Source: an optimization exercise on an open RTL-to-GDS flow (aim: small area). Production flows keep margins and buffers that such runs may drop.
Where RTL was checked, it was by simulation tests only, not by an equivalence proof against the original.
For run 1, only the layout was checked, not whether the RTL still works.
The clock cells of runs 6 to 9 come from the design's own scripts or RTL, not from TritonCTS.
The clock port is modelled as an ideal driver, which makes a skipped or thinned clock tree look cheaper than it is; a real chip needs a root buffer or a tree.
Power figures rest on the tool's default switching activity, not on a simulated workload.

<file path="config.mk">
export PLATFORM = sky130hd
export DESIGN_NAME = digitalAssign
export DESIGN_NICKNAME = digitalAssign
export VERILOG_FILES = /design/flow/design.v
export SDC_FILE = /design/flow/constraint.sdc
export NUM_CORES = 4
export LEC_CHECK = 0
export CAP_MARGIN = 20
export CORE_MARGIN = 2
export CORE_UTILIZATION = 40
export SLEW_MARGIN = 20
</file>
<file path="constraint.sdc">
create_clock -name core_clock -period 10.0 [get_ports {clk}]
set_input_delay 2.0000 -clock core_clock [delete_from_list [all_inputs] [get_ports {clk}]]
set_output_delay 2.0000 -clock core_clock [all_outputs]
set_load 0.01 [all_outputs]
</file>
<file path="design.v">
module digitalAssign(clk, rst, rst_n, a, b, c, d, e, indicator, HEX, door,
                     status1, status2, status3, status4, status5,
                     i1, i2, i3, i4, i5, led);
input clk, rst, rst_n, a, b, c, d, e, i1, i2, i3, i4, i5;
output reg [7:0] indicator;
output reg door;
output reg [6:0] HEX;
output reg [6:0] status1, status2, status3, status4, status5;
output reg [17:0] led;
localparam [2:0] IDLE = 3'd0;
localparam [2:0] VAL = 3'd1;
localparam [2:0] DENIED = 3'd2;
localparam [2:0] GRANTED = 3'd3;
localparam [2:0] OPEN = 3'd4;
localparam [2:0] CLOSE = 3'd5;
reg  [11:0] div;
wire div_fb  = div[11] ^ div[9] ^ div[1] ^ div[0];
wire div_hit = (div[10:9] == 2'b11) & (div[7:4] == 4'b1000) & (div[2:0] == 3'b001);
always @(posedge clk or negedge rst)
    if (!rst) div <= 12'b100001110001;
    else      div <= {div[10:0], div_fb | div_hit};
reg [2:0] state, next_state;
always @(*) begin
    case (state)
    IDLE:    next_state = a ? VAL : IDLE;
    VAL:     next_state = b ? (({i1,i2,i3,i4,i5} == 5'b11010) ? GRANTED : DENIED) : VAL;
    DENIED:  next_state = DENIED;
    GRANTED: next_state = c ? OPEN : GRANTED;
    OPEN:    next_state = d ? CLOSE : OPEN;
    CLOSE:   next_state = e ? IDLE : CLOSE;
    default: next_state = state;
    endcase
end
always @(posedge clk or negedge rst)
    if (!rst)         state <= IDLE;
    else if (div_hit) state <= next_state;
reg  [11:0] pre;
wire pre_fb  = pre[11] ^ pre[9] ^ pre[1] ^ pre[0];
wire pre_hit = (pre[11:10] == 2'b01) & (pre[6:0] == 7'b0001000);
reg  [3:0] k, k_next;
always @(*) begin
    case (k)
    4'd0: k_next = 4'd1;
    4'd1: k_next = 4'd2;
    4'd2: k_next = 4'd3;
    4'd3: k_next = 4'd4;
    4'd4: k_next = 4'd5;
    4'd5: k_next = 4'd6;
    4'd6: k_next = 4'd7;
    4'd7: k_next = 4'd8;
    4'd8: k_next = 4'd9;
    4'd9: k_next = 4'd9;
    default: k_next = k;
    endcase
end
always @(posedge clk or negedge rst_n)
    if (!rst_n) begin
        pre <= 12'b110000010000;
        k   <= 4'd0;
    end else begin
        pre <= {pre[10:0], pre_fb & ~pre_hit};
        if (pre_hit) k <= k_next;
    end
reg [8:0] lo;
always @(*) begin
    case (k)
    4'd0: lo = 9'b111111111;
    4'd1: lo = 9'b011111111;
    4'd2: lo = 9'b001111111;
    4'd3: lo = 9'b000111111;
    4'd4: lo = 9'b000011111;
    4'd5: lo = 9'b000001111;
    4'd6: lo = 9'b000000111;
    4'd7: lo = 9'b000000011;
    4'd8: lo = 9'b000000001;
    4'd9: lo = 9'b000000000;
    default: lo = 9'b000000000;
    endcase
end
wire [8:0] lc = ~{lo[0], lo[1], lo[2], lo[3], lo[4], lo[5], lo[6], lo[7], lo[8]};
always @(*) begin
    indicator = 8'h00; door = 1'b0; led = 18'd0;
    HEX = 7'b1111111;
    status1 = 7'b1111111; status2 = 7'b1111111; status3 = 7'b1111111;
    status4 = 7'b1111111; status5 = 7'b1111111;
    case (state)
    IDLE: begin
        indicator = 8'b00000001; HEX = 7'b1000000;
        status1 = 7'b1001111; status2 = 7'b1000000; status3 = 7'b1000111;
        status4 = 7'b0000110; status5 = 7'b1111111;
    end
    VAL: begin
        indicator = 8'b00000010; HEX = 7'b1111001;
        status1 = 7'b0001100; status2 = 7'b0001110; status3 = 7'b1001111;
        status4 = 7'b1000000; status5 = 7'b1111111;
    end
    DENIED: begin
        indicator = 8'b00000100; HEX = 7'b0100100;
        status1 = 7'b1001000; status2 = 7'b1000000; status3 = 7'b0001100;
        status4 = 7'b0000110; status5 = 7'b1111111;
    end
    GRANTED: begin
        indicator = 8'b11111111; HEX = 7'b0110000;
        status1 = 7'b0001100; status2 = 7'b0001000; status3 = 7'b0010010;
        status4 = 7'b0010010; status5 = 7'b1111111;
    end
    OPEN: begin
        indicator = 8'b00010000; HEX = 7'b0011001; door = 1'b1; led = {lo[0], lo[1], lo[2], lo[3], lo[4], lo[5], lo[6], lo[7], lo[8], lo};
        status1 = 7'b1000000; status2 = 7'b0001100; status3 = 7'b0000110;
        status4 = 7'b1001000; status5 = 7'b1111111;
    end
    CLOSE: begin
        indicator = 8'b00100000; HEX = 7'b0010010; led = {lc[0], lc[1], lc[2], lc[3], lc[4], lc[5], lc[6], lc[7], lc[8], lc};
        status1 = 7'b1000111; status2 = 7'b1000000; status3 = 7'b0010010;
        status4 = 7'b0000110; status5 = 7'b1000110;
    end
    default: ;
    endcase
end
endmodule
</file>
<file path="flow/run.sh">
#!/bin/bash
# Own layout flow: the standard synthesis and ORFS layout, with
#  - combinational cells from synthesis set to their smallest drive strength
#    (the resizer upsizes again wherever timing or slew needs it),
#  - the smallest buffer (buf_1) as the port buffer,
#  - a clock tree of small clock buffers without dummy loads.
set -euo pipefail
export BUFFER_PORTS_ARGS="-buffer_cell sky130_fd_sc_hd__buf_1"
export CTS_ARGS="-sink_clustering_enable -repair_clock_nets -dont_use_dummy_load -buf_list ${CTS_BUFS:-sky130_fd_sc_hd__clkbuf_4}"
export RECOVER_POWER=100

bash standard.sh synth > synth.log 2>&1
NET=orfs/results/$FLOW_PLATFORM/digitalAssign/base/1_2_yosys.v
cp $NET synth_netlist_orig.log
bash flow/downsize.sh $NET "$FLOW_HOME/platforms/$FLOW_PLATFORM/lib/sky130_fd_sc_hd__tt_025C_1v80.lib" > downsize.log 2>&1
touch $NET
bash standard.sh > layout.log 2>&1
</file>
<file path="flow/downsize.sh">
#!/bin/bash
# Replace every combinational cell of the netlist $1 by the smallest-area
# member of its family (same function and pins, lower drive strength).
# Flip-flops keep their cell type.
set -euo pipefail
NET=$1; LIB=$2
# cell areas from the liberty file: "name area"
awk '/^[ \t]*cell[ \t]*\(/ { gsub(/.*cell[ \t]*\([ \t]*"?|"?[ \t]*\).*/, ""); c=$0 }
     /^[ \t]*area[ \t]*:/ && c != "" { a=$0; gsub(/.*:[ \t]*|[ \t;]*$/, "", a); print c, a; c="" }' "$LIB" > areas.txt
# smallest member of each family (name without the _N suffix)
awk '{ n=$1; f=n; sub(/_[0-9]+$/, "", f);
       if (!(f in best) || $2+0 < ba[f]) { best[f]=n; ba[f]=$2+0 } }
     END { for (f in best) print f, best[f] }' areas.txt > smallest.txt
cp "$NET" "$NET.in"
awk 'NR==FNR { sm[$1]=$2; next }
     {
       if (match($0, /^[ \t]*sky130_fd_sc_hd__[a-z0-9_]+[ \t]/)) {
         cell=substr($0, RSTART, RLENGTH); gsub(/[ \t]/, "", cell)
         fam=cell; sub(/_[0-9]+$/, "", fam)
         if (fam !~ /__(df|sdf|edf|sedf|dl|sdl|conb|tap|fill|decap)/ && (fam in sm) && sm[fam] != cell) {
           print "resize " cell " -> " sm[fam] > "/dev/stderr"
           sub(cell, sm[fam])
         }
       }
       print
     }' smallest.txt "$NET.in" > "$NET"
rm -f "$NET.in"
</file>
<file path="standard.sh">
#!/bin/bash
# synth_recipe.tcl (not shown) runs the flow's synth.tcl, then flattens the netlist and writes it again
# the make line also repeats each setting of config.mk as NAME=value (left out here)
make -C /OpenROAD-flow-scripts/flow DESIGN_CONFIG=/design/flow/config.mk WORK_HOME=/design/flow/orfs CLKGATE_MAP_FILE= SYNTH_SCRIPT=/design/flow/synth_recipe.tcl "${@:-finish}"
</file>
==> impl_metrics.ini, run 1 <==
[sta]
rsz0062_at_grt = false
timing_worst_slew_pin_value_ns = 0.805
fin_setup_tns_ns = 0
skew_ns = 0.0173
period_share_pct = 43.1
clock.fmax_mhz = 232
relSlewSlack_pct = 46.4
period_needed_ns = 4.31
slew_violations = 0
setup_violations = 0
final-hold-violation-count = 0

[finish]
n_fill_cell = 373
fin_nets = 244
drive_above_1_share_pct = 4.80
areaGrowthSynthToFinish_pct = 16.6
multi_input_area_um2 = 624
seq_area_um2 = 786
diodes = 0
final_area_um2 = 1850

[power_and_ir_drop]
power_switching_uw = 40.0
vdd_drop_max_mv = 0.0921
p_sw_share_pct = 21.0
p_comb_share_pct = 3.0
power_density_nw_per_um2 = 103
seqPwrFrac_pct = 65.8
p_int_uw = 151
p_leak_uw = 0.000836
clockPowerShare_pct = 31.3

[floorplan]
dieArea_um2 = 4490
num_rows = 22
coreArea_um2 = 3740
die_w_um = 67.0
start_util_pct = 42.4
dieHeight_um = 67.0
io_pins = 82

[worst_setup_path]
required_ns = 8.00
rr_startpoint = state[2]$_DFFE_PN0P_
crit_chain = nor2b_1 -> and2_0 -> inv_1 -> o21ai_0 -> o21a_1 -> buf_1
cp_slowest_cell = dfrtp_1
path_delay_family = simple AND/OR/NAND/NOR gates
path_buf_inv = 2
critPathArrivalTime_ns = 2.31
cpPeakStageDelay_ns = 0.58
path_class = reg2out
cp-start-kind = flip-flop
crit_path_end_kind = output port
cp-startpoint = state[0]$_DFFE_PN0P_
crit_fanout = 14

[global_routing]
grt_antenna_before_repair = 0
grt_use_total_pct = 15.2
gr-total-overflow = 0
grt_pass1_wl_um = 5060
grt_start_max_net_pins = 19
grt_pass1_vias = 1067

[synth]
synthCells = 180
syn_area_um2 = 1590
synth.avg_cell_area_um2 = 8.81
synth_warnings = 1

[clock_network]
clk_latency_ns = 0.32
ctsHoldBuffers = 0
clk_pin_slew_worst_paths_ns = 0.09
cts_buffers = 5
cts_tree = yes
post-cts-setup-buffer-count = 0
clockRootBuffer = clkbuf_4
cts_max_path_buffers = 2
cts.sinks = 31
cts_resized = 0
htree_levels = 2

[route]
vias_per_cell = 4.72
detail-route-antenna-nets = 0
routed_wl_um = 3300
drc = 0
vias = 1307
avgRoutedWirePerCell_um = 11.9
firstDrtPassIters = 4
drtIter0Drc = 52

[min_path]
hp-class = reg2reg
hp-start = div[3]$_DFF_PN0_

[place]
placed_area_um2 = 1810
gp_congestion = 0.712
io_buffers = 78
hpwl_um = 2510

[run_status]
status = complete, no violations

[run]
maxCapViolCount = 0
## cells in the final DEF, fill, tap and decap left out, drive strengths merged, types with 2 or more instances in the layout
cell / n
a21o: 2
a21oi: 6
and2: 4
buf: 76
clkbuf: 7
conb: 3
dfrtp: 23
dfstp: 8
inv: 13
mux2i: 2
nand2: 13
nand2b: 6
nand3: 4
nand4: 2
nor2: 10
nor2b: 6
nor3: 3
nor3b: 2
nor4b: 2
nor4bb: 2
o21a: 2
o21ai: 9
o22ai: 2
o31ai: 3
or2: 3
xnor2: 3
xor2: 5
## registers in the layout (all words and copies together) (netlist names)
register and cells:
div 12, k 4, pre 12, state 3
## through the flow
| step | total power [uW] | hold WS (ns) | worst slack (ns) | util, % | instances |
|---|---|---|---|---|---|
| after floorplan | 130 | 0.331 | 6.27 | - | 182 |
| after global placement | 134 | 0.333 | 6.12 | 48.4 | 272 |
| after detailed placement | 134 | 0.338 | 6.02 | 48.4 | 272 |
| after CTS | 193 | 0.332 | 5.66 | 49.4 | 277 |
| after global routing | 200 | 0.342 | 5.33 | 49.4 | 277 |
| final | 191 | 0.335 | 5.69 | 49.4 | 277 |
## final timing paths
| check | endpoint | slack, ns | cells after the start |
|---|---|---|---|
| worst max-delay path | led[3] | 5.69 | 6 |
| worst min-delay path | div[4]$_DFF_PN1_ | 0.34 | 0 |
| worst max register to register | state[0]$_DFFE_PN0P_ | 8.24 | 3 |
| worst min register to register | div[4]$_DFF_PN1_ | 0.34 | 0 |
| max in group asynchronous | k[2]$_DFFE_PN0P_ | 7.76 | 1 |
| min in group asynchronous | div[8]$_DFF_PN0_ | 1.71 | 1 |
## power groups by stage
| stage | Clock (uW) | Combinational [uW] | Sequential (uW) |
|---|---|---|---|
| final | 59.6 | 5.66 | 125 |
| after global routing | 67.6 | 6.65 | 125 |
| after CTS | 61.9 | 5.87 | 125 |
| after detailed placement | 0 | 5.85 | 128 |
| after global placement | 0 | 5.90 | 128 |
| after floorplan | 0 | 1.93 | 128 |
## per-layer routing
| metal | global-route usage (%) | up-vias | part of all wire (%) |
|---|---|---|---|
| li1 | - | 658 | - |
| met1 | 22.4 | 600 | 48 |
| met2 | 21.4 | 44 | 45 |
| met3 | 4.05 | 5 | 6.0 |
| met4 | 5.36 | 0 | 1.1 |
| met5 | 0 | - | 0 |
## layout make-up
| cell class | instances | share of cell area, % |
|---|---|---|
| inverters | 13 | 2.64 |
| repair buffers | 78 | 15.8 |
| flip-flops and latches | 31 | 42.5 |
| well taps | 48 | 3.25 |
| clock buffers | 5 | 2.03 |
| multi-input cells | 102 | 33.8 |
==> run 2: changes to the inputs <==
--- a/design.v
+++ b/design.v
@@ -11,13 +11,13 @@
 localparam [2:0] VAL = 3'd1;
 localparam [2:0] DENIED = 3'd2;
 localparam [2:0] GRANTED = 3'd3;
-localparam [2:0] OPEN = 3'd4;
-localparam [2:0] CLOSE = 3'd5;
+localparam [2:0] OPEN = 3'd5;
+localparam [2:0] CLOSE = 3'd4;
 reg  [11:0] div;
-wire div_fb  = div[11] ^ div[9] ^ div[1] ^ div[0];
-wire div_hit = (div[10:9] == 2'b11) & (div[7:4] == 4'b1000) & (div[2:0] == 3'b001);
+wire div_fb  = div[11] ^ (div[0] | div[9]);
+wire div_hit = div[11] & ~div[10] & ~div[9] & div[8] & div[6] & ~div[5] & div[4] & ~div[3] & div[2] & div[1];
 always @(posedge clk or negedge rst)
-    if (!rst) div <= 12'b100001110001;
+    if (!rst) div <= 12'b000001100100;
     else      div <= {div[10:0], div_fb | div_hit};
 reg [2:0] state, next_state;
 always @(*) begin
@@ -35,8 +35,8 @@
     if (!rst)         state <= IDLE;
     else if (div_hit) state <= next_state;
 reg  [11:0] pre;
-wire pre_fb  = pre[11] ^ pre[9] ^ pre[1] ^ pre[0];
-wire pre_hit = (pre[11:10] == 2'b01) & (pre[6:0] == 7'b0001000);
+wire pre_fb  = pre[11] ^ (pre[3] | pre[6]);
+wire pre_hit = pre[10] & ~pre[9] & ~pre[8] & ~pre[6] & ~pre[5] & pre[4] & ~pre[2] & pre[1] & ~pre[0];
 reg  [3:0] k, k_next;
 always @(*) begin
     case (k)
@@ -55,7 +55,7 @@
 end
 always @(posedge clk or negedge rst_n)
     if (!rst_n) begin
-        pre <= 12'b110000010000;
+        pre <= 12'b100100100100;
         k   <= 4'd0;
     end else begin
         pre <= {pre[10:0], pre_fb & ~pre_hit};
@@ -114,7 +114,16 @@
         status1 = 7'b1000111; status2 = 7'b1000000; status3 = 7'b0010010;
         status4 = 7'b0000110; status5 = 7'b1000110;
     end
-    default: ;
+    3'd6: begin   
+        indicator = 8'b00100100; HEX = 7'b0010110; door = 1'b0;
+        status1 = 7'b1000000; status2 = 7'b1000000; status3 = 7'b0010000;
+        status4 = 7'b0000110; status5 = 7'b1000110;
+    end
+    3'd7: begin   
+        indicator = 8'b11111101; HEX = 7'b0010000; door = 1'b1;
+        status1 = 7'b1000000; status2 = 7'b0001000; status3 = 7'b0010010;
+        status4 = 7'b0011010; status5 = 7'b1111111;
+    end
     endcase
 end
 endmodule
==> impl_metrics.ini, run 2 <==
[run_status]
status = complete, no violations

[route]
avgRoutedWirePerCell_um = 11.3
dr_wl_met2_um = 1430
vias = 1249
wirelength_met1_um = 1290
routed-wl-met3_um = 246
drtIter0Drc = 46
routed_wl_um = 2990
drc = 0
vias_per_cell = 4.73
detail-route-antenna-nets = 0
firstDrtPassIters = 4
highest_layer = met4

[sta]
relSlewSlack_pct = 46.7
final-hold-violation-count = 0
hold_slack_ns = 0.356
clock.fmax_mhz = 249
rsz0062_at_grt = false
slew_violations = 0
timing_worst_slew_pin_value_ns = 0.800
period_needed_ns = 4.02
setup_violations = 0
period_share_pct = 40.2
skew_ns = 0.0140
fin_setup_tns_ns = 0

[power_and_ir_drop]
vdd_drop_max_mv = 0.0879
p_leak_uw = 0.000849
power_density_nw_per_um2 = 109
finalPower_uw = 189

[synth]
synth.avg_cell_area_um2 = 8.59
synth_warnings = 1
synthCells = 174
syn_area_um2 = 1500

[floorplan]
num_rows = 22
start_util_pct = 41.2
dieArea_um2 = 4240
die_w_um = 65.1
io_pins = 82
dieHeight_um = 65.1
coreArea_um2 = 3630

[place]
hpwl_um = 2250
io_buffers = 70
gp_congestion = 0.680
placed_area_um2 = 1690

[clock_network]
htree_levels = 2
cts_max_path_buffers = 2
cts_tree = yes
clk_pin_slew_worst_paths_ns = 0.08
cts.sinks = 31
cts_buffers = 5
clockRootBuffer = clkbuf_4
ctsHoldBuffers = 0
clk_latency_ns = 0.31
post-cts-setup-buffer-count = 0
cts_resized = 0

[run]
maxCapViolCount = 0

[worst_setup_path]
rr_startpoint = state[0]$_DFFE_PN0P_
crit_path_end_kind = output port
path_class = reg2out
critPathArrivalTime_ns = 2.02
reg2reg_depth = 4
crit_fanout = 23
r2r_end = state[0]$_DFFE_PN0P_
rrSetupSlack_ns = 8.37
required_ns = 8.00
cp-start-kind = flip-flop

[min_path]
hold_end = div[8]$_DFF_PN0_
hp-class = reg2reg
hp-start = div[7]$_DFF_PN0_
holdPathStages = 0

[global_routing]
grt_pass1_wl_um = 4660
gr-total-overflow = 0
grt_start_max_net_pins = 24
grt_antenna_before_repair = 0
grt_use_total_pct = 14.2
grt_pass1_vias = 1049

[finish]
areaGrowthSynthToFinish_pct = 15.8
top_regs = div x12, pre x12, k x4
final_area_um2 = 1730
diodes = 0
fin_nets = 231
layout_commonest_cell = buf_1
drive_above_1_share_pct = 5.09
final_cell_mix = buf_1, dfrtp_1, nor2_1
==> run 2: worst max-delay path by stage <==
stage,startpoint,endpoint
6_report,state[0]$_DFFE_PN0P_,status3[4]
3_3_place_gp,state[0]$_DFFE_PN0P_,status3[4]
3_5_place_dp,state[0]$_DFFE_PN0P_,indicator[5]
5_1_grt,state[0]$_DFFE_PN0P_,status3[4]
4_1_cts,state[0]$_DFFE_PN0P_,indicator[5]
2_1_floorplan,k[1]$_DFFE_PN0P_,led[9]
==> run 2: worst max-delay path, cell delays in order, from the launching register on <==
cell     delay [ns]
dfrtp_1        0.75
inv_1          0.34
nand2_1        0.22
inv_1          0.07
nor2_1         0.13
inv_1          0.07
buf_1          0.13
==> run 2: cell type report <==
type,instances,area [um^2]
Fill cell,369,1900
Sequential cell,31,785
Multi-Input combinational cell,99,546
Timing Repair Buffer,70,263
Tap cell,48,60.1
Inverter,11,41.3
Clock buffer,5,37.5
==> run 2: metrics by stage <==
| stage | utilization (%) | setup slack, ns | cells |
|---|---|---|---|
| global route | 47.7 | 5.79 | 264 |
| global placement | 46.6 | 6.40 | 259 |
| CTS | 47.7 | 5.95 | 264 |
| floorplan | - | 6.46 | 183 |
| finish | 47.7 | 5.98 | 264 |
| detailed placement | 46.6 | 6.32 | 259 |
==> run 2: power breakdown <==
group          internal [uW]  total [uW]  switching [uW]
Sequential               125         125               0
Combinational           1.29        6.10            4.81
Clock                   23.4        57.5            34.1
Total                    150         189            38.9
==> run 2: per-layer routing <==
metal  vias to the layer above  global-route usage [%]
met3                         4                    4.45
met4                         0                    5.47
met5                         -                       0
li1                        619                       -
met2                        56                    23.5
met1                       570                    17.5
==> run 3: changes to the inputs <==
--- a/flow/run.sh
+++ b/flow/run.sh
@@ -6,7 +6,7 @@
 #  - a clock tree of small clock buffers without dummy loads.
 set -euo pipefail
 export BUFFER_PORTS_ARGS="-buffer_cell sky130_fd_sc_hd__buf_1"
-export CTS_ARGS="-sink_clustering_enable -repair_clock_nets -dont_use_dummy_load -buf_list ${CTS_BUFS:-sky130_fd_sc_hd__clkbuf_4}"
+export CTS_ARGS="-repair_clock_nets -dont_use_dummy_load -buf_list sky130_fd_sc_hd__clkbuf_8 -root_buf sky130_fd_sc_hd__clkbuf_8"
 export RECOVER_POWER=100
 
 bash standard.sh synth > synth.log 2>&1
==> impl_metrics.ini, run 3 <==
[route]
avgRoutedWirePerCell_um = 11.5
routed_wl_um = 3030
vias = 1255
firstDrtPassIters = 4
detail-route-antenna-nets = 0
drtIter0Drc = 52
drc = 0
vias_per_cell = 4.75

[worst_setup_path]
r2r_end = state[0]$_DFFE_PN0P_
critPathArrivalTime_ns = 1.97
cp-start-kind = flip-flop
reg2reg_depth = 4
crit_path_end_kind = output port
rr_startpoint = state[0]$_DFFE_PN0P_
crit_fanout = 23
path_class = reg2out
rrSetupSlack_ns = 8.38
required_ns = 8.00

[sta]
slew_violations = 0
setup_violations = 0
timing_worst_slew_pin_value_ns = 0.796
fin_setup_tns_ns = 0
clock.fmax_mhz = 252
rsz0062_at_grt = false
relSlewSlack_pct = 46.9
final-hold-violation-count = 0
skew_ns = 0.0108
period_share_pct = 39.7
period_needed_ns = 3.97

[finish]
drive_above_1_share_pct = 4.63
final_cell_mix = buf_1, dfrtp_1, nor2_1
fin_nets = 231
top_regs = div x12, pre x12, k x4
diodes = 0
n_fill_cell = 363
final_area_um2 = 1760
layout_commonest_cell = buf_1
areaGrowthSynthToFinish_pct = 17.9

[synth]
syn_area_um2 = 1500
synth.avg_cell_area_um2 = 8.59
synthCells = 174
synth_warnings = 1

[power_and_ir_drop]
finalPower_uw = 214
power_density_nw_per_um2 = 121
p_leak_uw = 0.000863
vdd_drop_max_mv = 0.0824

[clock_network]
cts_tree = yes
ctsHoldBuffers = 0
clockRootBuffer = clkbuf_8
cts_resized = 0
cts_max_path_buffers = 2
clk_latency_ns = 0.27
post-cts-setup-buffer-count = 0
cts.sinks = 31
cts_buffers = 5
clk_pin_slew_worst_paths_ns = 0.06
htree_levels = 2

[min_path]
hp-class = reg2reg
hold_end = div[8]$_DFF_PN0_
holdPathStages = 0
hp-start = div[7]$_DFF_PN0_

[floorplan]
num_rows = 22
io_pins = 82
dieArea_um2 = 4240
dieHeight_um = 65.1
start_util_pct = 41.2
die_w_um = 65.1
coreArea_um2 = 3630

[run]
maxCapViolCount = 0

[global_routing]
grt_pass1_wl_um = 4690
grt_pass1_vias = 1067
grt_start_max_net_pins = 24
grt_antenna_before_repair = 0
gr-total-overflow = 0
grt_use_total_pct = 14.4

[run_status]
status = complete, no violations

[place]
io_buffers = 70
hpwl_um = 2250
placed_area_um2 = 1690
gp_congestion = 0.680
==> run 3: changes by cell type in the layout (fill, tap and decap cells not counted) <==
cell,previous run,this run
clkbuf_4,5,0
clkbuf_8,0,5
dfstp_2,6,5
dfstp_1,1,2
==> run 3: final cells by class <==
| class | count | area, um^2 | area share [%] |
|---|---|---|---|
| clock buffer | 5 | 68.8 | 3.90 |
| inverter | 11 | 41.3 | 2.34 |
| multi-input combinational | 99 | 546 | 30.9 |
| sequential | 31 | 785 | 44.5 |
| tap | 48 | 60.1 | 3.41 |
| timing repair buffer | 70 | 263 | 14.9 |
==> run 3: power breakdown <==
group	internal [uW]	leakage (uW)	switching, uW	total (uW)
Clock	44.5	0.0000359	37.3	81.9
Sequential	126	0.000398	0	126
Combinational	1.29	0.000429	4.81	6.10
Total	171	0.000863	42.2	214
==> run 3: worst max-delay path by stage <==
stage | start | to | slack, ns | cells past startpoint
after floorplan | k[1]$_DFFE_PN0P_ | led[9] | 6.46 | 6
after global placement | state[0]$_DFFE_PN0P_ | status3[4] | 6.40 | 6
after detailed placement | state[0]$_DFFE_PN0P_ | indicator[5] | 6.32 | 6
after CTS | state[0]$_DFFE_PN0P_ | indicator[5] | 6.01 | 6
after global routing | state[0]$_DFFE_PN0P_ | status3[4] | 5.86 | 6
final | state[0]$_DFFE_PN0P_ | status3[4] | 6.03 | 6
==> run 3: metal layers <==
metal / global-route usage (%) / routed length [um] / vias up
met1: 17.7 / 1310 / 580
met4: 7.81 / 49 / 0
met5: 0 / 0 / -
met2: 23.7 / 1440 / 54
met3: 2.91 / 229 / 5
li1: - / - / 616
==> run 3: through the flow <==
stage | instances | util [%] | hold WS, ns | setup slack (ns)
after floorplan | 183 | - | 0.331 | 6.46
after global placement | 259 | 46.6 | 0.335 | 6.40
after detailed placement | 259 | 46.6 | 0.342 | 6.32
after CTS | 264 | 48.5 | 0.351 | 6.01
after global routing | 264 | 48.5 | 0.359 | 5.86
final | 264 | 48.5 | 0.348 | 6.03
==> run 3: critical path: stages, from the launching register on <==
cell	delay, ns
dfrtp_1	0.74
inv_1	0.35
nand2_1	0.22
inv_1	0.07
nor2_1	0.13
inv_1	0.07
buf_1	0.13
==> run 4: changes to the inputs <==
--- a/flow/run.sh
+++ b/flow/run.sh
@@ -6,7 +6,7 @@
 #  - a clock tree of small clock buffers without dummy loads.
 set -euo pipefail
 export BUFFER_PORTS_ARGS="-buffer_cell sky130_fd_sc_hd__buf_1"
-export CTS_ARGS="-repair_clock_nets -dont_use_dummy_load -buf_list sky130_fd_sc_hd__clkbuf_8 -root_buf sky130_fd_sc_hd__clkbuf_8"
+export CTS_ARGS="-sink_clustering_enable -sink_clustering_size 40 -sink_clustering_max_diameter 400 -repair_clock_nets -dont_use_dummy_load -buf_list sky130_fd_sc_hd__clkbuf_4"
 export RECOVER_POWER=100
 
 bash standard.sh synth > synth.log 2>&1
==> impl_metrics.ini, run 4 <==
[clock_network]
cts_max_path_buffers = 2
post-cts-setup-buffer-count = 0
htree_levels = 2
cts.sinks = 31
cts_buffers = 5
cts_tree = yes
clk_pin_slew_worst_paths_ns = 0.08
ctsHoldBuffers = 0
cts_resized = 0
clockRootBuffer = clkbuf_4
clk_latency_ns = 0.31

[sta]
period_share_pct = 40.2
clock.fmax_mhz = 249
skew_ns = 0.0140
hold_slack_ns = 0.356
relSlewSlack_pct = 46.7
period_needed_ns = 4.02
rsz0062_at_grt = false
timing_worst_slew_pin_value_ns = 0.800
fin_setup_tns_ns = 0
slew_violations = 0
setup_violations = 0
final-hold-violation-count = 0

[worst_setup_path]
crit_path_end_kind = output port
cp-start-kind = flip-flop
critPathArrivalTime_ns = 2.02
required_ns = 8.00
r2r_end = state[0]$_DFFE_PN0P_
path_class = reg2out
reg2reg_depth = 4
crit_fanout = 23
rrSetupSlack_ns = 8.37
rr_startpoint = state[0]$_DFFE_PN0P_

[route]
routed_wl_um = 2990
drtIter0Drc = 46
vias = 1249
drc = 0
avgRoutedWirePerCell_um = 11.3
firstDrtPassIters = 4
vias_per_cell = 4.73
detail-route-antenna-nets = 0

[synth]
synth.avg_cell_area_um2 = 8.59
synth_warnings = 1
synthCells = 174
syn_area_um2 = 1500

[finish]
fin_nets = 231
final_cell_mix = buf_1, dfrtp_1, nor2_1
layout_commonest_cell = buf_1
drive_above_1_share_pct = 5.09
diodes = 0
areaGrowthSynthToFinish_pct = 15.8
top_regs = div x12, pre x12, k x4
stdcell_count = 264

[floorplan]
num_rows = 22
start_util_pct = 41.2
dieArea_um2 = 4240
io_pins = 82
coreArea_um2 = 3630
dieHeight_um = 65.1
die_w_um = 65.1

[run]
maxCapViolCount = 0

[global_routing]
grt_start_max_net_pins = 24
grt_antenna_before_repair = 0
grt_pass1_vias = 1049
grt_pass1_wl_um = 4660
gr-total-overflow = 0
grt_use_total_pct = 14.2

[min_path]
hp-start = div[7]$_DFF_PN0_
holdPathStages = 0
hold_end = div[8]$_DFF_PN0_
hp-class = reg2reg

[place]
hpwl_um = 2250
placedCellCount = 259
io_buffers = 70
gp_congestion = 0.680

[run_status]
status = complete, no violations

[power_and_ir_drop]
power_density_nw_per_um2 = 109
vdd_drop_max_mv = 0.0879
p_leak_uw = 0.000849
==> run 4: worst max path at each step <==
stage	startpoint	end	slack (ns)	cells after the start
floorplan	k[1]$_DFFE_PN0P_	led[9]	6.46	6
global placement	state[0]$_DFFE_PN0P_	status3[4]	6.40	6
detailed placement	state[0]$_DFFE_PN0P_	indicator[5]	6.32	6
CTS	state[0]$_DFFE_PN0P_	indicator[5]	5.95	6
global route	state[0]$_DFFE_PN0P_	status3[4]	5.79	6
finish	state[0]$_DFFE_PN0P_	status3[4]	5.98	6
==> run 4: critical path, stage by stage, from the launching register on <==
cell and delay (ns):
dfrtp_1 0.75, inv_1 0.34, nand2_1 0.22, inv_1 0.07, nor2_1 0.13, inv_1 0.07
buf_1 0.13
==> run 4: cell type report <==
type / count / area (um^2)
clock buffer: 5 / 37.5
fill: 369 / 1900
inverter: 11 / 41.3
multi-input combinational: 99 / 546
sequential: 31 / 785
tap: 48 / 60.1
timing repair buffer: 70 / 263
==> run 4: report_power, final <==
group	total [uW]	internal [uW]	leakage [uW]	switching [uW]
clock network	57.5	23.4	0.0000230	34.1
logic	6.10	1.29	0.000429	4.81
registers	125	125	0.000397	0
total	189	150	0.000849	38.9
==> run 4: layer usage <==
layer | vias to the layer above | global-route usage, % | part of all wire, %
met5 | - | 0 | 0
met1 | 570 | 17.5 | 43
li1 | 619 | - | -
met2 | 56 | 23.5 | 48
met3 | 4 | 4.45 | 8.2
met4 | 0 | 5.47 | 0.77
==> run 4: stage by stage <==
| step | utilization (%) | total power [uW] | setup slack (ns) | instance area (um^2) |
|---|---|---|---|---|
| final | 47.7 | 189 | 5.98 | 1730 |
| after detailed placement | 46.6 | 134 | 6.32 | 1690 |
| after global placement | 46.6 | 134 | 6.40 | 1690 |
| after global routing | 47.7 | 200 | 5.79 | 1730 |
| after floorplan | - | 131 | 6.46 | 1530 |
| after CTS | 47.7 | 194 | 5.95 | 1730 |
==> run 5: changes to the inputs <==
==> flow/run.sh (replaced) <==
#!/bin/bash
# Own layout flow: the standard ORFS layout with these changes:
#  - synthesis is the standard flow's own (synth_recipe.tcl), but ABC maps the
#    combinational logic with an area-oriented script (flow/area.abc);
#  - combinational cells are then set to their smallest drive strength
#    (the resizer upsizes again wherever timing or slew needs it);
#  - the smallest buffer (buf_1) is the port buffer;
#  - the clock tree uses small clock buffers and no dummy loads.
set -euo pipefail
W=$(pwd)
export FLOW_ABC_SCRIPT=$W/flow/area.abc
export FLOW_SYNTH_TCL=$W/synth_recipe.tcl
sed "s#SYNTH_SCRIPT=[^ ]*#SYNTH_SCRIPT=$W/flow/synth_abc.tcl#" standard.sh > flow_standard.sh
export BUFFER_PORTS_ARGS="-buffer_cell sky130_fd_sc_hd__buf_1"
export CTS_ARGS="-sink_clustering_enable -repair_clock_nets -dont_use_dummy_load -buf_list sky130_fd_sc_hd__clkbuf_4"
export RECOVER_POWER=100

bash flow_standard.sh synth > synth.log 2>&1
NET=orfs/results/$FLOW_PLATFORM/digitalAssign/base/1_2_yosys.v
cp $NET synth_netlist_orig.log
bash flow/downsize.sh $NET "$FLOW_HOME/platforms/$FLOW_PLATFORM/lib/sky130_fd_sc_hd__tt_025C_1v80.lib" > downsize.log 2>&1
touch $NET
bash flow_standard.sh > layout.log 2>&1
==> flow/area.abc (new file) <==
&get -n
&st
&deepsyn -T 30
&dch -f
&nf -p -R 1000
&put
topo
==> flow/synth_abc.tcl (new file) <==
# The standard synthesis (synth_recipe.tcl, unchanged), except that the
# combinational logic is mapped by ABC with the script in FLOW_ABC_SCRIPT
# (an area-oriented script) instead of ORFS's speed script. Registers are
# mapped by dfflibmap as in the standard synthesis and keep their names.
proc abc {args} {
  set i [lsearch -exact $args -script]
  if { $i >= 0 } {
    lset args [expr { $i + 1 }] $::env(FLOW_ABC_SCRIPT)
  }
  puts "abc with script $::env(FLOW_ABC_SCRIPT)"
  yosys abc {*}$args
}
source $::env(FLOW_SYNTH_TCL)
==> impl_metrics.ini, run 5 <==
[floorplan]
io_pins = 82
dieArea_um2 = 3900
die_w_um = 62.5
dieHeight_um = 62.5
num_rows = 21
coreArea_um2 = 3310
start_util_pct = 41.3

[place]
io_buffers = 70
gp_congestion = 0.816
hpwl_um = 2050
placedCellCount = 247

[route]
detail-route-antenna-nets = 0
firstDrtPassIters = 4
drc = 0
drtIter0Drc = 42
avgRoutedWirePerCell_um = 10.3
routed_wl_um = 2600
vias = 1143
vias_per_cell = 4.54

[synth]
syn_area_um2 = 1370
synth_warnings = 1
synthCells = 154
synth.avg_cell_area_um2 = 8.88

[sta]
skew_ns = 0.00801
setup_violations = 0
clock.fmax_mhz = 234
relSlewSlack_pct = 47.0
period_needed_ns = 4.28
fin_setup_tns_ns = 0
timing_worst_slew_pin_value_ns = 0.796
slew_violations = 0
period_share_pct = 42.8
final-hold-violation-count = 0
rsz0062_at_grt = false

[clock_network]
ctsHoldBuffers = 0
clockRootBuffer = clkbuf_4
clk_pin_slew_worst_paths_ns = 0.08
cts_buffers = 5
cts_max_path_buffers = 2
cts_tree = yes
post-cts-setup-buffer-count = 0
cts.sinks = 31
clk_latency_ns = 0.30
cts_resized = 0
htree_levels = 2

[worst_setup_path]
cpPeakStageDelay_ns = 0.51
path_class = reg2out
cp_slowest_cell = dfrtp_1
crit_path_end_kind = output port
rr_startpoint = div[2]$_DFF_PN1_
crit_fanout = 13
crit_chain = or3_1 -> o21ai_0 -> or2_0 -> clkinv_1 -> nor2_1 -> o21ai_0 -> buf_1
reg2reg_depth = 5
required_ns = 8.00
rrSetupSlack_ns = 8.27
r2r_end = state[0]$_DFFE_PN0P_
path_buf_inv = 2
critPathArrivalTime_ns = 2.28
cpMostUsedCell = o21ai_0
cp-start-kind = flip-flop
path_delay_family = simple AND/OR/NAND/NOR gates

[power_and_ir_drop]
clockPowerShare_pct = 30.2
finalPower_uw = 188
power_density_nw_per_um2 = 115
power_switching_uw = 38.2
p_sw_share_pct = 20.3
p_comb_share_pct = 3.2
vdd_drop_max_mv = 0.0590
p_leak_uw = 0.000729
p_int_uw = 150
seqPwrFrac_pct = 66.6

[finish]
stdcell_count = 252
drive_above_1_share_pct = 3.40
final_cell_mix = buf_1, dfrtp_1, nor2_1
fin_nets = 221
layout_commonest_cell = buf_1
diodes = 0
top_regs = div x12, pre x12, k x4
areaGrowthSynthToFinish_pct = 19.9

[global_routing]
grt_util_met1_pct = 16.5
use_met2_pct = 23.1
grt_pass1_vias = 998
grt_busiest_layer = met2
grt_start_max_net_pins = 17
use_met3_pct = 4.68
grt_pass1_wl_um = 4350
grt_use_total_pct = 14.0
gr-total-overflow = 0
grt_antenna_before_repair = 0

[min_path]
hp-class = reg2reg
hp-start = div[7]$_DFF_PN0_
hold_end = div[8]$_DFF_PN0_
holdPathStages = 0

[run]
maxCapViolCount = 0

[run_status]
status = complete, no violations
## run 5: power groups by stage
stage | Sequential, uW | Combinational [uW] | Clock, uW
global placement | 128 | 6.01 | 0
detailed placement | 128 | 6.17 | 0
floorplan | 128 | 3.49 | 0
finish | 125 | 6.05 | 56.8
global route | 125 | 7.12 | 65.4
CTS | 125 | 6.17 | 61.0
## run 5: worst max-delay path by stage
stage / startpoint / end / slack [ns] / depth (start not counted)
after global placement: state[0]$_DFFE_PN0P_ / led[0] / 6.16 / 7
after CTS: state[0]$_DFFE_PN0P_ / led[0] / 5.71 / 7
after detailed placement: state[0]$_DFFE_PN0P_ / led[0] / 6.06 / 7
after floorplan: state[0]$_DFFE_PN0P_ / led[17] / 6.06 / 7
after global routing: state[0]$_DFFE_PN0P_ / led[17] / 5.48 / 7
final: state[0]$_DFFE_PN0P_ / led[0] / 5.72 / 7
## run 5: metal layers
metal	part of all wire (%)	vias to the layer above
li1	-	558
met1	44	542
met2	50	41
met3	6.0	2
met4	0.69	0
met5	0	-
## run 5: per-stage QoR
step / hold slack [ns] / util (%) / setup WS (ns) / area [um^2]
finish: 0.358 / 49.5 / 5.72 / 1640
global route: 0.372 / 49.5 / 5.48 / 1640
CTS: 0.362 / 49.5 / 5.71 / 1640
detailed placement: 0.342 / 48.4 / 6.06 / 1600
global placement: 0.338 / 48.4 / 6.16 / 1600
floorplan: 0.331 / - / 6.06 / 1400
## run 5: final cells by class
| cell class | instances | area, um^2 |
|---|---|---|
| Sequential cell | 31 | 785 |
| Fill cell | 329 | 1670 |
| Multi-Input combinational cell | 86 | 444 |
| Timing Repair Buffer | 70 | 263 |
| Inverter | 14 | 52.6 |
| Clock buffer | 5 | 37.5 |
| Tap cell | 46 | 57.6 |
==> run 6: changes to the inputs <==
==> flow/run.sh (replaced) <==
#!/bin/bash
# Own layout flow: the standard ORFS layout with these changes:
#  - synthesis is the standard flow's own (synth_recipe.tcl), but ABC maps the
#    combinational logic with an area-oriented script (flow/area.abc);
#  - combinational cells are then set to their smallest drive strength
#    (the resizer upsizes again wherever timing or slew needs it);
#  - the smallest buffer (buf_1) is the port buffer;
#  - constant outputs share one tie cell per value;
#  - the clock tree is three clock buffers in parallel, each driving a third
#    of the registers
#    (flow/my_cts.tcl in place of ORFS's CTS step).
set -euo pipefail
W=$(pwd)
export FLOW_ABC_SCRIPT=$W/flow/area.abc
export FLOW_SYNTH_TCL=$W/synth_recipe.tcl
export FLOW_CLOCK_PORT=clk
export FLOW_CLOCK_BUF=sky130_fd_sc_hd__clkbuf_4
export FLOW_CLOCK_NBUF=3
sed "s#SYNTH_SCRIPT=[^ ]*#SYNTH_SCRIPT=$W/flow/synth_abc.tcl#" standard.sh > flow_standard.sh
sed "s#\"\${@:-finish}\"#RUN_SCRIPT=$W/flow/my_cts.tcl RUN_LOG_NAME_STEM=4_1_cts run#" flow_standard.sh > flow_cts.sh
export BUFFER_PORTS_ARGS="-buffer_cell sky130_fd_sc_hd__buf_1"
export RECOVER_POWER=100
# one tie cell per constant value instead of one per constant output port
export SKIP_REPAIR_TIE_FANOUT=1

bash flow_standard.sh synth > synth.log 2>&1
NET=orfs/results/$FLOW_PLATFORM/digitalAssign/base/1_2_yosys.v
cp $NET synth_netlist_orig.log
bash flow/downsize.sh $NET "$FLOW_HOME/platforms/$FLOW_PLATFORM/lib/sky130_fd_sc_hd__tt_025C_1v80.lib" > downsize.log 2>&1
touch $NET
bash flow_standard.sh place > place.log 2>&1
bash flow_cts.sh > cts.log 2>&1
bash flow_standard.sh > layout.log 2>&1
==> flow/area.abc (replaced) <==
&get -n
&st
&deepsyn -I 1 -J 100
&dch -f
&nf -p -R 1000
&put
topo
==> flow/my_cts.tcl (new file) <==
# Clock tree of FLOW_CLOCK_NBUF clock buffers (FLOW_CLOCK_BUF) in parallel:
# the clock port drives each buffer, and each buffer drives the clock pins of
# one group of registers (groups split by x position). Replaces ORFS's CTS
# step; otherwise follows cts.tcl (timing repair, detailed placement, outputs).
utl::set_metrics_stage "cts__{}"
source $::env(SCRIPTS_DIR)/load.tcl
erase_non_stage_variables cts
load_design 3_place.odb 3_place.sdc

set block [ord::get_db_block]
set clk_net [$block findNet $::env(FLOW_CLOCK_PORT)]
set master [[ord::get_db] findMaster $::env(FLOW_CLOCK_BUF)]
set nbuf $::env(FLOW_CLOCK_NBUF)
set sinks {}
foreach it [$clk_net getITerms] {
  set loc [[$it getInst] getLocation]
  lappend sinks [list [lindex $loc 0] [lindex $loc 1] $it]
}
set sinks [lsort -integer -index 0 $sinks]
set n [llength $sinks]
puts "clock port drives $n pins; splitting them over $nbuf buffers"
for { set b 0 } { $b < $nbuf } { incr b } {
  set lo [expr { ($b * $n) / $nbuf }]
  set hi [expr { (($b + 1) * $n) / $nbuf - 1 }]
  set inst [odb::dbInst_create $block $master clkbuf_root_$b]
  set leaf [odb::dbNet_create $block clknet_root_$b]
  $leaf setSigType CLOCK
  set sx 0; set sy 0; set m 0
  foreach s [lrange $sinks $lo $hi] {
    set it [lindex $s 2]
    set sx [expr { $sx + [lindex $s 0] }]; set sy [expr { $sy + [lindex $s 1] }]; incr m
    $it disconnect
    $it connect $leaf
  }
  puts "clock buffer $b drives $m pins"
  [$inst findITerm A] connect $clk_net
  [$inst findITerm X] connect $leaf
  $inst setLocation [expr { $sx / $m }] [expr { $sy / $m }]
  $inst setPlacementStatus PLACED
}

set_dont_use $::env(DONT_USE_CELLS)
set_propagated_clock [all_clocks]
estimate_parasitics -placement
set_placement_padding -global \
  -left $::env(CELL_PAD_IN_SITES_DETAIL_PLACEMENT) \
  -right $::env(CELL_PAD_IN_SITES_DETAIL_PLACEMENT)
detailed_placement
estimate_parasitics -placement
repair_timing_helper
detailed_placement
check_placement -verbose
report_clock_min_period
report_checks -path_delay min_max
report_check_types -max_slew -max_capacitance
report_clock_skew
orfs_write_db $::env(RESULTS_DIR)/4_1_cts.odb
orfs_write_db $::env(RESULTS_DIR)/4_cts.odb
orfs_write_sdc $::env(RESULTS_DIR)/4_cts.sdc
==> impl_metrics.ini, run 6 <==
[route]
drtIter0Drc = 62
detail-route-antenna-nets = 0
routed_wl_um = 2620
vias = 1095
avgRoutedWirePerCell_um = 10.9
routed-wl-met3_um = 120
dr_wl_met2_um = 1240
wirelength_met1_um = 1250
drc = 0
vias_per_cell = 4.54
firstDrtPassIters = 4
highest_layer = met4

[global_routing]
grt_antenna_before_repair = 0
gr-total-overflow = 0
grt_pass1_wl_um = 4600
grt_start_max_net_pins = 17
grt_use_total_pct = 13.6
grt_pass1_vias = 1003

[sta]
setup_violations = 0
rsz0062_at_grt = false
relSlewSlack_pct = 47.2
skew_ns = 0.00961
slew_violations = 0
period_share_pct = 41.3
clock.fmax_mhz = 242
timing_worst_slew_pin_value_ns = 0.793
final-hold-violation-count = 0
fin_setup_tns_ns = 0
period_needed_ns = 4.13

[worst_setup_path]
rr_startpoint = div[2]$_DFF_PN1_
cp-startpoint = state[0]$_DFFE_PN0P_
path_buf_inv = 2
path_class = reg2out
path_delay_family = simple AND/OR/NAND/NOR gates
cp-start-kind = flip-flop
cpPeakStageDelay_ns = 0.52
required_ns = 8.00
critPathArrivalTime_ns = 2.13
cpMostUsedCell = o21ai_0
crit_chain = or3_1 -> o21ai_0 -> or2_0 -> clkinv_1 -> nor2_1 -> o21ai_0 -> buf_1
cp_slowest_cell = dfrtp_1
crit_fanout = 13
crit_path_end_kind = output port

[finish]
n_fill_cell = 319
top_regs = div x12, pre x12, k x4
layout_commonest_cell = buf_1
seq_area_um2 = 785
final_cell_mix = buf_1, dfrtp_1, nor2_1
fin_nets = 210
multi_input_area_um2 = 410
areaGrowthSynthToFinish_pct = 16.3
diodes = 0
drive_above_1_share_pct = 2.56
final_area_um2 = 1590

[clock_network]
ctsHoldBuffers = 0
cts_resized = 0
clk_latency_ns = 0.16
clk_pin_slew_worst_paths_ns = 0.09
post-cts-setup-buffer-count = 0

[power_and_ir_drop]
p_leak_uw = 0.000691
finalPower_uw = 172
power_density_nw_per_um2 = 108
vdd_drop_max_mv = 0.0885

[floorplan]
dieHeight_um = 62.5
num_rows = 21
die_w_um = 62.5
start_util_pct = 41.3
io_pins = 82
dieArea_um2 = 3900
coreArea_um2 = 3310

[synth]
synthCells = 154
synth_warnings = 1
synth.avg_cell_area_um2 = 8.88
syn_area_um2 = 1370

[place]
io_buffers = 70
hpwl_um = 2080
placed_area_um2 = 1570
gp_congestion = 0.835

[min_path]
hp-class = reg2reg
hp-start = div[7]$_DFF_PN0_

[run_status]
status = complete, no violations

[run]
maxCapViolCount = 0
[run 6: path summary, 6_finish.rpt]
check | to | slack [ns] | depth (start not counted)
setup / recovery | led[0] | 5.87 | 7
hold / removal | div[8]$_DFF_PN0_ | 0.36 | 0
setup reg to reg | state[0]$_DFFE_PN0P_ | 8.31 | 5
hold reg to reg | div[8]$_DFF_PN0_ | 0.36 | 0
max in group asynchronous | pre[0]$_DFF_PN0_ | 7.62 | 1
min in group asynchronous | state[1]$_DFFE_PN0P_ | 1.87 | 1
[run 6: per-layer routing]
metal / GRT usage, % / vias to the layer above
li1: - / 553
met1: 20.0 / 509
met2: 22.7 / 29
met3: 0.901 / 4
met4: 1.94 / 0
met5: 0 / -
[run 6: cell type report]
| type | instances | area share (%) |
|---|---|---|
| Sequential cell | 31 | 49.3 |
| Multi-Input combinational cell | 77 | 25.8 |
| Timing Repair Buffer | 70 | 16.5 |
| Tap cell | 46 | 3.62 |
| Inverter | 14 | 3.30 |
| Buffer | 3 | 1.42 |
[run 6: where the power goes]
part / switching [uW] / internal [uW]
combinational: 4.75 / 1.27
sequential: 0 / 125
clock: 26.8 / 14.4
total: 31.6 / 141
[run 6: per-stage QoR]
step	cells	util [%]	setup WS, ns	hold slack (ns)
finish	241	48.0	5.87	0.363
global route	241	48.0	5.65	0.386
detailed placement	238	47.4	6.05	0.339
global placement	238	47.4	6.14	0.338
floorplan	154	-	6.06	0.331
==> run 7: changes to the inputs <==
--- a/flow/run.sh
+++ b/flow/run.sh
@@ -5,7 +5,6 @@
 #  - combinational cells are then set to their smallest drive strength
 #    (the resizer upsizes again wherever timing or slew needs it);
 #  - the smallest buffer (buf_1) is the port buffer;
-#  - constant outputs share one tie cell per value;
 #  - the clock tree is three clock buffers in parallel, each driving a third
 #    of the registers
 #    (flow/my_cts.tcl in place of ORFS's CTS step).
@@ -20,8 +19,6 @@
 sed "s#\"\${@:-finish}\"#RUN_SCRIPT=$W/flow/my_cts.tcl RUN_LOG_NAME_STEM=4_1_cts run#" flow_standard.sh > flow_cts.sh
 export BUFFER_PORTS_ARGS="-buffer_cell sky130_fd_sc_hd__buf_1"
 export RECOVER_POWER=100
-# one tie cell per constant value instead of one per constant output port
-export SKIP_REPAIR_TIE_FANOUT=1
 
 bash flow_standard.sh synth > synth.log 2>&1
 NET=orfs/results/$FLOW_PLATFORM/digitalAssign/base/1_2_yosys.v
==> impl_metrics.ini, run 7 <==
[run_status]
status = complete, no violations

[synth]
synth.avg_cell_area_um2 = 8.88
synth_warnings = 1
synthCells = 154
syn_area_um2 = 1370

[worst_setup_path]
crit_path_end_kind = output port
r2r_end = state[0]$_DFFE_PN0P_
required_ns = 8.00
critPathArrivalTime_ns = 2.14
path_class = reg2out
cp-start-kind = flip-flop
rrSetupSlack_ns = 8.29
rr_startpoint = div[2]$_DFF_PN1_
crit_fanout = 13
reg2reg_depth = 5

[finish]
fin_nets = 219
final_area_um2 = 1620
areaGrowthSynthToFinish_pct = 18.8
layout_commonest_cell = buf_1
n_fill_cell = 328
drive_above_1_share_pct = 2.45
seq_area_um2 = 785
top_regs = div x12, pre x12, k x4
final_cell_mix = buf_1, dfrtp_1, nor2_1
utilization_pct = 49.1
multi_input_area_um2 = 444
diodes = 0

[sta]
rsz0062_at_grt = false
setup_violations = 0
relSlewSlack_pct = 47.7
postLayoutSetupSlackWorst_ns = 5.86
timing_worst_slew_pin_value_ns = 0.784
clock.fmax_mhz = 242
fin_setup_tns_ns = 0
final-hold-violation-count = 0
hold_slack_ns = 0.362
slew_violations = 0
skew_ns = 0.00822
period_share_pct = 41.4
period_needed_ns = 4.14

[clock_network]
post-cts-setup-buffer-count = 0
clk_pin_slew_worst_paths_ns = 0.10
ctsHoldBuffers = 0
cts_resized = 0
clk_latency_ns = 0.16

[route]
firstDrtPassIters = 4
drc = 0
dr_wl_met2_um = 1260
routed-wl-met3_um = 142
highest_layer = met4
vias_per_cell = 4.50
drtIter0Drc = 40
routed_wl_um = 2520
avgRoutedWirePerCell_um = 10.1
vias = 1126
detail-route-antenna-nets = 0
wirelength_met1_um = 1090

[power_and_ir_drop]
p_leak_uw = 0.000720
power_density_nw_per_um2 = 106
vdd_drop_max_mv = 0.0698

[global_routing]
grt_pass1_vias = 988
grt_use_total_pct = 12.6
grt_start_max_net_pins = 17
grt_pass1_wl_um = 4280
grt_antenna_before_repair = 0
gr-total-overflow = 0

[floorplan]
dieHeight_um = 62.5
io_pins = 82
num_rows = 21
dieArea_um2 = 3900
start_util_pct = 41.3
coreArea_um2 = 3310
die_w_um = 62.5

[min_path]
hp-start = div[7]$_DFF_PN0_
hold_end = div[8]$_DFF_PN0_
hp-class = reg2reg
holdPathStages = 0

[place]
place_ws_ns = 6.06
hpwl_um = 2050
placed_area_um2 = 1600
io_buffers = 70
gp_congestion = 0.816

[run]
maxCapViolCount = 0
run 7: layout make-up:
| class | count | share of cell area, % |
|---|---|---|
| Sequential cell | 31 | 48.3 |
| Buffer | 3 | 1.39 |
| Tap cell | 46 | 3.54 |
| Inverter | 14 | 3.24 |
| Timing Repair Buffer | 70 | 16.2 |
| Multi-Input combinational cell | 86 | 27.3 |
run 7: power breakdown:
part,switching [uW],leakage [uW],internal (uW)
logic,4.75,0.000303,1.27
registers,0,0.000404,125
clock network,26.7,0.0000138,14.4
total,31.5,0.000720,141
run 7: worst max path at each step:
| stage | startpoint | end | slack (ns) | cells after the start |
|---|---|---|---|---|
| after floorplan | state[0]$_DFFE_PN0P_ | led[17] | 6.06 | 7 |
| after global placement | state[0]$_DFFE_PN0P_ | led[0] | 6.16 | 7 |
| after detailed placement | state[0]$_DFFE_PN0P_ | led[0] | 6.06 | 7 |
| after global routing | state[0]$_DFFE_PN0P_ | led[17] | 5.63 | 7 |
| final | state[0]$_DFFE_PN0P_ | led[0] | 5.86 | 7 |
run 7: layer usage:
layer | up-vias | track usage (%)
li1 | 551 | -
met1 | 529 | 16.1
met2 | 42 | 23.4
met3 | 4 | 1.26
met4 | 0 | 1.67
met5 | - | 0
run 7: worst max-delay path, cell delays in order (launching register included):
cell and delay, ns:
dfrtp_1 0.52, or3_1 0.41, o21ai_0 0.10, or2_0 0.31
clkinv_1 0.15, nor2_1 0.19, o21ai_0 0.14, buf_1 0.15
run 7: metrics by stage:
| step | power, uW | std cells |
|---|---|---|
| final | 172 | 250 |
| after global routing | 180 | 250 |
| after detailed placement | 134 | 247 |
| after global placement | 134 | 247 |
| after floorplan | 131 | 163 |
==> run 8: changes to the inputs <==
--- a/flow/run.sh
+++ b/flow/run.sh
@@ -5,8 +5,7 @@
 #  - combinational cells are then set to their smallest drive strength
 #    (the resizer upsizes again wherever timing or slew needs it);
 #  - the smallest buffer (buf_1) is the port buffer;
-#  - the clock tree is three clock buffers in parallel, each driving a third
-#    of the registers
+#  - the clock tree is a single clock buffer driving every register
 #    (flow/my_cts.tcl in place of ORFS's CTS step).
 set -euo pipefail
 W=$(pwd)
==> flow/area.abc (replaced) <==
&get -n
&st
&deepsyn -T 30
&dch -f
&nf -p -R 1000
&put
topo
==> impl_metrics.ini, run 8 <==
[worst_setup_path]
path_delay_family = simple AND/OR/NAND/NOR gates
critPathArrivalTime_ns = 2.21
cpMostUsedCell = o21ai_0
crit_chain = or3_1 -> o21ai_0 -> or2_0 -> clkinv_1 -> a31oi_1 -> o21ai_0 -> buf_1
crit_fanout = 10
cp-start-kind = flip-flop
path_class = reg2out
path_buf_inv = 2
cpPeakStageDelay_ns = 0.50
cp_slowest_cell = dfrtp_1
crit_path_end_kind = output port
rrSetupSlack_ns = 8.13
required_ns = 8.00

[clock_network]
cts_resized = 0
ctsHoldBuffers = 0
clk_pin_slew_worst_paths_ns = 0.10
post-cts-setup-buffer-count = 0
clk_latency_ns = 0.16

[place]
placed_area_um2 = 1570
hpwl_um = 2090
io_buffers = 70
gp_congestion = 0.765
place_ws_ns = 5.99

[route]
detail-route-antenna-nets = 0
drc = 0
drtIter0Drc = 36
vias = 1074
vias_per_cell = 4.48
avgRoutedWirePerCell_um = 10.4
routed_wl_um = 2500
firstDrtPassIters = 3

[sta]
timing_worst_slew_pin_value_ns = 0.955
clock.fmax_mhz = 238
relSlewSlack_pct = 35.8
final-hold-violation-count = 0
period_needed_ns = 4.21
period_share_pct = 42.1
rsz0062_at_grt = false
setup_violations = 0
postLayoutSetupSlackWorst_ns = 5.79
skew_ns = 0.00953
slew_violations = 0
fin_setup_tns_ns = 0

[power_and_ir_drop]
p_leak_uw = 0.000724
power_density_nw_per_um2 = 108
finalPower_uw = 173
vdd_drop_max_mv = 0.0829

[finish]
fin_nets = 211
final_cell_mix = buf_1, dfrtp_1, nor2_1
seq_area_um2 = 785
multi_input_area_um2 = 418
drive_above_1_share_pct = 3.06
n_fill_cell = 295
top_regs = div x12, pre x12, k x4
areaGrowthSynthToFinish_pct = 19.0
layout_commonest_cell = buf_1
diodes = 0
final_area_um2 = 1590

[synth]
synth_warnings = 1
syn_area_um2 = 1340
synth.avg_cell_area_um2 = 9.16
synthCells = 146

[floorplan]
dieHeight_um = 61.8
num_rows = 20
start_util_pct = 42.8
io_pins = 82
coreArea_um2 = 3130
dieArea_um2 = 3820
die_w_um = 61.8

[run_status]
status = complete, no violations

[global_routing]
grt_pass1_wl_um = 3480
grt_use_total_pct = 11.5
grt_pass1_vias = 788
gr-total-overflow = 0
grt_start_max_net_pins = 17
grt_antenna_before_repair = 0

[min_path]
hp-class = reg2reg

[run]
maxCapViolCount = 0
-- run 8: cell type report --
type | count | share of cell area [%]
sequential | 31 | 49.3
multi-input combinational | 79 | 26.3
timing repair buffer | 70 | 16.5
tap | 44 | 3.46
inverter | 13 | 3.07
buffer | 3 | 1.42
-- run 8: power by group --
group          internal, uW  switching, uW  leakage, uW
registers               125              0     0.000404
clock network          14.4           26.8    0.0000138
logic                  1.27           4.81     0.000306
-- run 8: metrics by stage --
step | util [%] | instances | hold WS [ns]
floorplan | - | 155 | 0.331
global placement | 50.2 | 237 | 0.336
detailed placement | 50.2 | 237 | 0.339
global route | 50.9 | 240 | 0.376
finish | 50.9 | 240 | 0.360
-- run 8: final timing paths --
check                                startpoint                   end  cells past startpoint
max in group asynchronous                 rst_n      k[2]$_DFFE_PN0P_                      1
max                        state[0]$_DFFE_PN0P_                led[0]                      7
max reg2reg                    div[2]$_DFF_PN1_  state[0]$_DFFE_PN0P_                      4
min in group asynchronous                   rst     div[10]$_DFF_PN0_                      1
min                            div[7]$_DFF_PN0_      div[8]$_DFF_PN0_                      0
min reg2reg                    div[7]$_DFF_PN0_      div[8]$_DFF_PN0_                      0
-- run 8: routing by layer --
layer,GRT usage [%],wire [um],up-vias
met2,19.7,1260,32
met4,0.912,12,0
met1,16.8,1120,505
li1,-,-,535
met3,1.04,108,2
met5,0,0,-
==> run 9: changes to the inputs <==
--- a/flow/run.sh
+++ b/flow/run.sh
@@ -12,8 +12,8 @@
 export FLOW_ABC_SCRIPT=$W/flow/area.abc
 export FLOW_SYNTH_TCL=$W/synth_recipe.tcl
 export FLOW_CLOCK_PORT=clk
-export FLOW_CLOCK_BUF=sky130_fd_sc_hd__clkbuf_4
-export FLOW_CLOCK_NBUF=3
+export FLOW_CLOCK_BUF=sky130_fd_sc_hd__clkbuf_16
+export FLOW_CLOCK_NBUF=1
 sed "s#SYNTH_SCRIPT=[^ ]*#SYNTH_SCRIPT=$W/flow/synth_abc.tcl#" standard.sh > flow_standard.sh
 sed "s#\"\${@:-finish}\"#RUN_SCRIPT=$W/flow/my_cts.tcl RUN_LOG_NAME_STEM=4_1_cts run#" flow_standard.sh > flow_cts.sh
 export BUFFER_PORTS_ARGS="-buffer_cell sky130_fd_sc_hd__buf_1"
==> impl_metrics.ini, run 9 <==
[run_status]
status = complete, no violations

[worst_setup_path]
cp-start-kind = flip-flop
required_ns = 8.00
crit_fanout = 10
path_class = reg2out
crit_path_end_kind = output port
critPathArrivalTime_ns = 2.20

[finish]
final_cell_mix = buf_1, dfrtp_1, nor2_1
drive_above_1_share_pct = 2.06
top_regs = div x12, pre x12, k x4
layout_commonest_cell = buf_1
areaGrowthSynthToFinish_pct = 19.2
diodes = 0
stdcell_count = 238
n_fill_cell = 297
fin_nets = 209

[min_path]
hp-class = reg2reg

[route]
routed_wl_um = 2470
vias = 1063
vias_per_cell = 4.47
drtIter0Drc = 40
avgRoutedWirePerCell_um = 10.4
detail-route-antenna-nets = 0
firstDrtPassIters = 4
drc = 0

[global_routing]
grt_use_total_pct = 11.3
gr-total-overflow = 0
grt_antenna_before_repair = 0
grt_pass1_wl_um = 3390
grt_pass1_vias = 767
grt_start_max_net_pins = 32

[sta]
timing_worst_slew_pin_value_ns = 0.958
relSlewSlack_pct = 35.6
slew_violations = 0
setup_violations = 0
fin_setup_tns_ns = 0
skew_ns = 0.00307
final-hold-violation-count = 0
rsz0062_at_grt = false
period_share_pct = 42.0
period_needed_ns = 4.20
clock.fmax_mhz = 238

[clock_network]
ctsHoldBuffers = 0
clk_latency_ns = 0.16
post-cts-setup-buffer-count = 0
cts_resized = 0
clk_pin_slew_worst_paths_ns = 0.10

[place]
gp_congestion = 0.765
io_buffers = 70
placedCellCount = 237
hpwl_um = 2090

[floorplan]
dieHeight_um = 61.8
coreArea_um2 = 3130
io_pins = 82
die_w_um = 61.8
start_util_pct = 42.8
num_rows = 20
dieArea_um2 = 3820

[power_and_ir_drop]
vdd_drop_max_mv = 0.0861
p_leak_uw = 0.000722
power_density_nw_per_um2 = 110
finalPower_uw = 176

[synth]
syn_area_um2 = 1340
synthCells = 146
synth_warnings = 1
synth.avg_cell_area_um2 = 9.16

[run]
maxCapViolCount = 0
==> run 9: cell types whose count changed in the layout (fill, tap and decap cells not counted), sizes merged <==
cell	change
clkbuf	-2
==> run 9: path summary, 6_finish.rpt <==
path                                      start              endpoint  slack, ns  depth (start not counted)
setup / recovery           state[0]$_DFFE_PN0P_                led[0]       5.80                          7
hold / removal                 div[7]$_DFF_PN0_      div[8]$_DFF_PN0_       0.36                          0
setup reg to reg               div[2]$_DFF_PN1_  state[0]$_DFFE_PN0P_       8.12                          4
hold reg to reg                div[7]$_DFF_PN0_      div[8]$_DFF_PN0_       0.36                          0
max in group asynchronous                 rst_n      k[0]$_DFFE_PN0P_       7.64                          1
min in group asynchronous                   rst      div[1]$_DFF_PN0_       1.87                          1
==> run 9: per-layer routing <==
layer,share of wire (%),GRT usage [%],up-vias
met5,0,0,-
met4,0,0.304,0
met3,3.7,0.621,0
met2,50,19.7,28
met1,46,16.5,506
li1,-,-,529
==> run 9: area by class of cell <==
type                    instances  area (um^2)  share of cell area [%]
well taps                      44         55.1                    3.45
flip-flops and latches         31          785                    49.2
plain buffers                   1         25.0                    1.57
repair buffers                 70          263                    16.5
inverters                      13         48.8                    3.06
multi-input cells              79          418                    26.2
==> run 9: power by group <==
group / total, uW / switching (uW) / internal [uW]
logic: 6.08 / 4.82 / 1.27
clock network: 44.7 / 26.2 / 18.5
registers: 125 / 0 / 125
==> run 9: worst max-delay path: stages (launching register included) <==
cell	delay, ns
dfrtp_1	0.50
or3_1	0.40
o21ai_0	0.10
or2_0	0.30
clkinv_1	0.16
a31oi_1	0.25
o21ai_0	0.19
buf_1	0.16
==> run 9: through the flow <==
step	util [%]	area [um^2]	hold slack, ns	setup WS, ns
2_1_floorplan	-	1370	0.331	6.02
6_report	51.0	1590	0.363	5.80
3_3_place_gp	50.2	1570	0.336	6.10
5_1_grt	51.0	1590	0.375	5.52
3_5_place_dp	50.2	1570	0.339	5.99

## what the ideal ports hide
The results above use ideal ports. As a check the final layouts listed here were re-extracted and re-timed, cells and wires unchanged. Step 1 (the two cells are an assumption about what drives the block):
set clk [get_ports {clk}]
set_driving_cell -lib_cell sky130_fd_sc_hd__clkbuf_16 $clk
set_driving_cell -lib_cell sky130_fd_sc_hd__buf_2 [delete_from_list [all_inputs] $clk]
Step 2 times the ports against the registers' clock, not the clock port: input delays grow and output delays shrink by t, the midpoint of the rising clock arrivals with the driver on. a / b / c = ideal / step 1 / step 2; a / b = the first two.
| run | t (ns) | setup slack, ns | worst register clock-pin slew, ns | worst slew at a driven data input, ns |
|---|---|---|---|---|
| run 1 | 0.333 | 5.685 / 5.665 / 5.997 | 0.09 / 0.09 | 0.03 |
| run 2 | 0.325 | 5.981 / 5.962 / 6.287 | 0.08 / 0.08 | 0.04 |
| run 3 | 0.288 | 6.028 / 6.007 / 6.296 | 0.06 / 0.06 | 0.04 |
| run 4 | 0.325 | 5.981 / 5.962 / 6.287 | 0.08 / 0.08 | 0.04 |
| run 5 | 0.325 | 5.723 / 5.702 / 6.026 | 0.08 / 0.08 | 0.03 |
| run 6 | 0.188 | 5.865 / 5.834 / 6.021 | 0.10 / 0.10 | 0.04 |
| run 7 | 0.189 | 5.860 / 5.827 / 6.016 | 0.10 / 0.10 | 0.03 |
| run 8 | 0.184 | 5.791 / 5.762 / 5.946 | 0.10 / 0.10 | 0.04 |
| run 9 | 0.183 | 5.795 / 5.769 / 5.953 | 0.10 / 0.10 | 0.04 |
After both steps every run listed still meets setup and hold.
